From an optimization exercise on the open Yosys and OpenROAD flow, aimed at small area; shortcuts taken in it are not production practice.
Function was checked by simulation only, so behaviour that the tests miss may differ from the original.
Power is estimated from default activity; no workload was simulated.

== v10 ==
==> flow/design.v (excerpt) <==
module dispatcher(
	input  logic         clk,
	input  logic         rst,
	input  logic [31:0]  ifetch_pc_plus_four,
	input  logic [31:0]  ifetch_instruction,
	input  logic         ifetch_empty_flag,
	input  logic [6:0]   cdb_tag,
	input  logic         cdb_valid,
	input  logic [31:0]  cdb_data,
	input  logic         cdb_branch,
	input  logic         cdb_branch_taken,
	output logic [31:0]  dispatch_jmp_branch_addr,
	output logic         dispatch_jump_branch,
	output logic         dispatch_ren,
	output logic         en_div_dispatch,
	output logic         en_mult_dispatch,
	output logic         en_store_load_dispatch,
	output logic         en_int_dispatch,
	output logic [100:0] dispatcher_2_int_queue,
	output logic [119:0] dispatcher_2_lw_sw_queue,
	output logic [83:0]  dispatcher_2_mult_or_div
);
==> flow/config.mk <==
export PLATFORM = sky130hd
export DESIGN_NAME = dispatcher
export DESIGN_NICKNAME = dispatcher
export VERILOG_FILES = /design/flow/design.v
export SDC_FILE = /design/flow/constraint.sdc
export NUM_CORES = 4
export LEC_CHECK = 0
export CAP_MARGIN = 20
export CORE_MARGIN = 2
export CORE_UTILIZATION = 55
export SLEW_MARGIN = 20
export SYNTH_HIERARCHICAL = 1
export SYNTH_MINIMUM_KEEP_SIZE = 0
==> flow/constraint.sdc <==
create_clock -name core_clock -period 10.0 [get_ports {clk}]
set_input_delay 2.0000 -clock core_clock [delete_from_list [all_inputs] [get_ports {clk}]]
set_output_delay 2.0000 -clock core_clock [all_outputs]
set_load 0.01 [all_outputs]
standard.sh (not shown) runs the stock make flow with config.mk's settings and CLKGATE_MAP_FILE= SYNTH_SCRIPT=/design/flow/synth_recipe.tcl, a recipe that flattens the netlist after the stock synthesis.
==> flow/flow/run.sh <==
#!/bin/bash
# The standard layout (the standard.sh), with
# - the port buffers made of the smallest buffer cell instead of the
#   resizer's default choice;
# - clock tree synthesis with small clock buffers, larger sink clusters and
#   no dummy loads.
set -euo pipefail
export BUFFER_PORTS_ARGS="-buffer_cell sky130_fd_sc_hd__buf_1"
export CTS_ARGS="-sink_clustering_enable -repair_clock_nets -dont_use_dummy_load -buf_list {sky130_fd_sc_hd__clkbuf_8 sky130_fd_sc_hd__clkbuf_16} -sink_clustering_size 20 -sink_clustering_max_diameter 60"
bash standard.sh > standard.log 2>&1
Modified inputs, v4 compared to v10
# v10
export LEC_CHECK = 0
export CAP_MARGIN = 20
export CORE_MARGIN = 2
export CORE_UTILIZATION = 55
export SLEW_MARGIN = 20
export SYNTH_HIERARCHICAL = 1
export SYNTH_MINIMUM_KEEP_SIZE = 0
create_clock -name core_clock -period 10.0 [get_ports {clk}]
# v4
export LEC_CHECK = 0
export CAP_MARGIN = 20
export CORE_MARGIN = 2
export CORE_UTILIZATION = 65
export SLEW_MARGIN = 20
export SYNTH_HIERARCHICAL = 1
export SYNTH_MINIMUM_KEEP_SIZE = 0
create_clock -name core_clock -period 10.0 [get_ports {clk}]
==> flow/flow/run.sh <==
#!/bin/bash
# The standard layout (the standard.sh), with
# - the port buffers made of the smallest buffer cell instead of the
#   resizer's default choice;
# - clock tree synthesis with small clock buffers, larger sink clusters and
#   no dummy loads.
set -euo pipefail
export BUFFER_PORTS_ARGS="-buffer_cell sky130_fd_sc_hd__buf_1"
export CTS_ARGS="-sink_clustering_enable -repair_clock_nets -dont_use_dummy_load -buf_list {sky130_fd_sc_hd__clkbuf_16} -sink_clustering_size 28 -sink_clustering_max_diameter 80"
bash standard.sh > standard.log 2>&1
[summary]
In v4 the implementation ran to completion but is not tape-out ready, as the final checks report capacitance limit. Summary — final estimated routing congestion in global placement, v4 relative to v10: higher, by 3.2%. Diff v10..v4 | number of buffers added on ports | unchanged. Re cell-internal power: v4 is 10% down on v10. Diff v10 -> v4: number of max-cap violations up 1, final area down about 2.3%, routing usage on met2 shows an increase of 2.9 points, share of power burned in the clock network shows a reduction of 6.8 points, pre-CTS setup slack moved up.
Modified inputs, v53 compared to v4
# v4
export LEC_CHECK = 0
export CAP_MARGIN = 20
export CORE_MARGIN = 2
export CORE_UTILIZATION = 65
export SLEW_MARGIN = 20
export SYNTH_HIERARCHICAL = 1
export SYNTH_MINIMUM_KEEP_SIZE = 0
create_clock -name core_clock -period 10.0 [get_ports {clk}]
# v53
export LEC_CHECK = 0
export CAP_MARGIN = 5
export CORE_MARGIN = 2
export CORE_UTILIZATION = 55
export SLEW_MARGIN = 5
export SYNTH_HIERARCHICAL = 1
export SYNTH_MINIMUM_KEEP_SIZE = 0
create_clock -name core_clock -period 10.0 [get_ports {clk}]
==> flow/flow/run.sh <==
#!/bin/bash
# The standard layout (the standard.sh), with
# - the port buffers made of the smallest buffer cell instead of the
#   resizer's default choice;
# - clock tree synthesis with small clock buffers, larger sink clusters and
#   no dummy loads.
set -euo pipefail
export BUFFER_PORTS_ARGS="-buffer_cell sky130_fd_sc_hd__buf_1"
export CTS_ARGS="-sink_clustering_enable -repair_clock_nets -dont_use_dummy_load -buf_list {sky130_fd_sc_hd__clkbuf_8 sky130_fd_sc_hd__clkbuf_16} -sink_clustering_size 20 -sink_clustering_max_diameter 60"
bash standard.sh > standard.log 2>&1
Results
- Routed wire length per instance in v53 vs v4: up about 1.3%
- In v53, number of cells on the critical path is higher than in v4.
- Summary of the comparison: worst hold slack is lower in v53, relative to v4.
- v53 had finished all stages when the layout checks came back failing, citing capacitance limit, slew limit.
- Compared with v4, in v53 total detailed-routing wirelength +about 5%, non-filler instance count after layout went up about 3.4%, die area went up 18%, total chip power picked up an extra 8.1%.
Setup changes, v53 to v3
# v53
export LEC_CHECK = 0
export CAP_MARGIN = 5
export CORE_MARGIN = 2
export CORE_UTILIZATION = 55
export SLEW_MARGIN = 5
export SYNTH_HIERARCHICAL = 1
export SYNTH_MINIMUM_KEEP_SIZE = 0
create_clock -name core_clock -period 10.0 [get_ports {clk}]
# v3
export LEC_CHECK = 0
export CAP_MARGIN = 20
export CORE_MARGIN = 2
export CORE_UTILIZATION = 58
export SLEW_MARGIN = 20
export SYNTH_HIERARCHICAL = 1
export SYNTH_MINIMUM_KEEP_SIZE = 0
create_clock -name core_clock -period 10.0 [get_ports {clk}]
==> flow/flow/run.sh <==
#!/bin/bash
# The standard layout (the standard.sh), with
# - the port buffers made of the smallest buffer cell instead of the
#   resizer's default choice;
# - clock tree synthesis with one clock buffer type, larger sink clusters and
#   no dummy loads.
set -euo pipefail
export BUFFER_PORTS_ARGS="-buffer_cell sky130_fd_sc_hd__buf_1"
export CTS_ARGS="-sink_clustering_enable -repair_clock_nets -dont_use_dummy_load -buf_list {sky130_fd_sc_hd__clkbuf_16} -sink_clustering_size 24 -sink_clustering_max_diameter 70"
bash standard.sh > standard.log 2>&1
### Flow results
v3: full flow OK, the timing, DRC and antenna checks passed
Summary of the comparison: total power draw is lower in v3, relative to v53.
The worst hold-check slack on v3 is in line with that on v53.
The number of filler cells placed in the layout in v3 is 0.917 times that in v53.
On non-clock buffer share of cell area, v3 tracks v53 almost exactly.
Per the comparison of v3 with v53, final area fell 1.2%, share of the cycle needed by the critical path after routing fell 1.6 points, count of placed standard cells including taps fell about 1.4%, sequential share of layout area rose 0.50 points, count of non-filler cells in the finished layout fell about 1.8%.

==> separate check: timing with driven ports <==
No port has a modelled driver above. Below, the same layouts with a new extraction and two added sets of constraints. Step 1, drivers: a clkbuf_16 drives clk and a buf_2 each remaining input, both assumed. Step 2 moves the port delays by t, midway between the first and last clock arrival at a register: inputs arrive t later, outputs are due t later. That takes back most of the time a late clock gives input paths. a / b / c = ideal ports / drivers / drivers and shift; a / b = the first two.
| run | t (ns) | setup WS [ns] | latest minus earliest clock arrival (ns) | slew at the worst register clock pin (ns) |
|---|---|---|---|---|
| v10 | 0.858 | 0.784 / 0.762 / 0.762 | 0.070 / 0.070 | 0.09 / 0.09 |
| v4 | 0.762 | 0.522 / 0.498 / 0.498 | 0.086 / 0.087 | 0.12 / 0.12 |
| v53 | 0.839 | 0.911 / 0.888 / 0.888 | 0.077 / 0.078 | 0.09 / 0.09 |
| v3 | 0.803 | 1.072 / 1.045 / 1.045 | 0.091 / 0.091 | 0.10 / 0.10 |
The setup slack of v3, which loses most, moves by -0.027 ns with the drivers and by -0.027 ns with both steps.
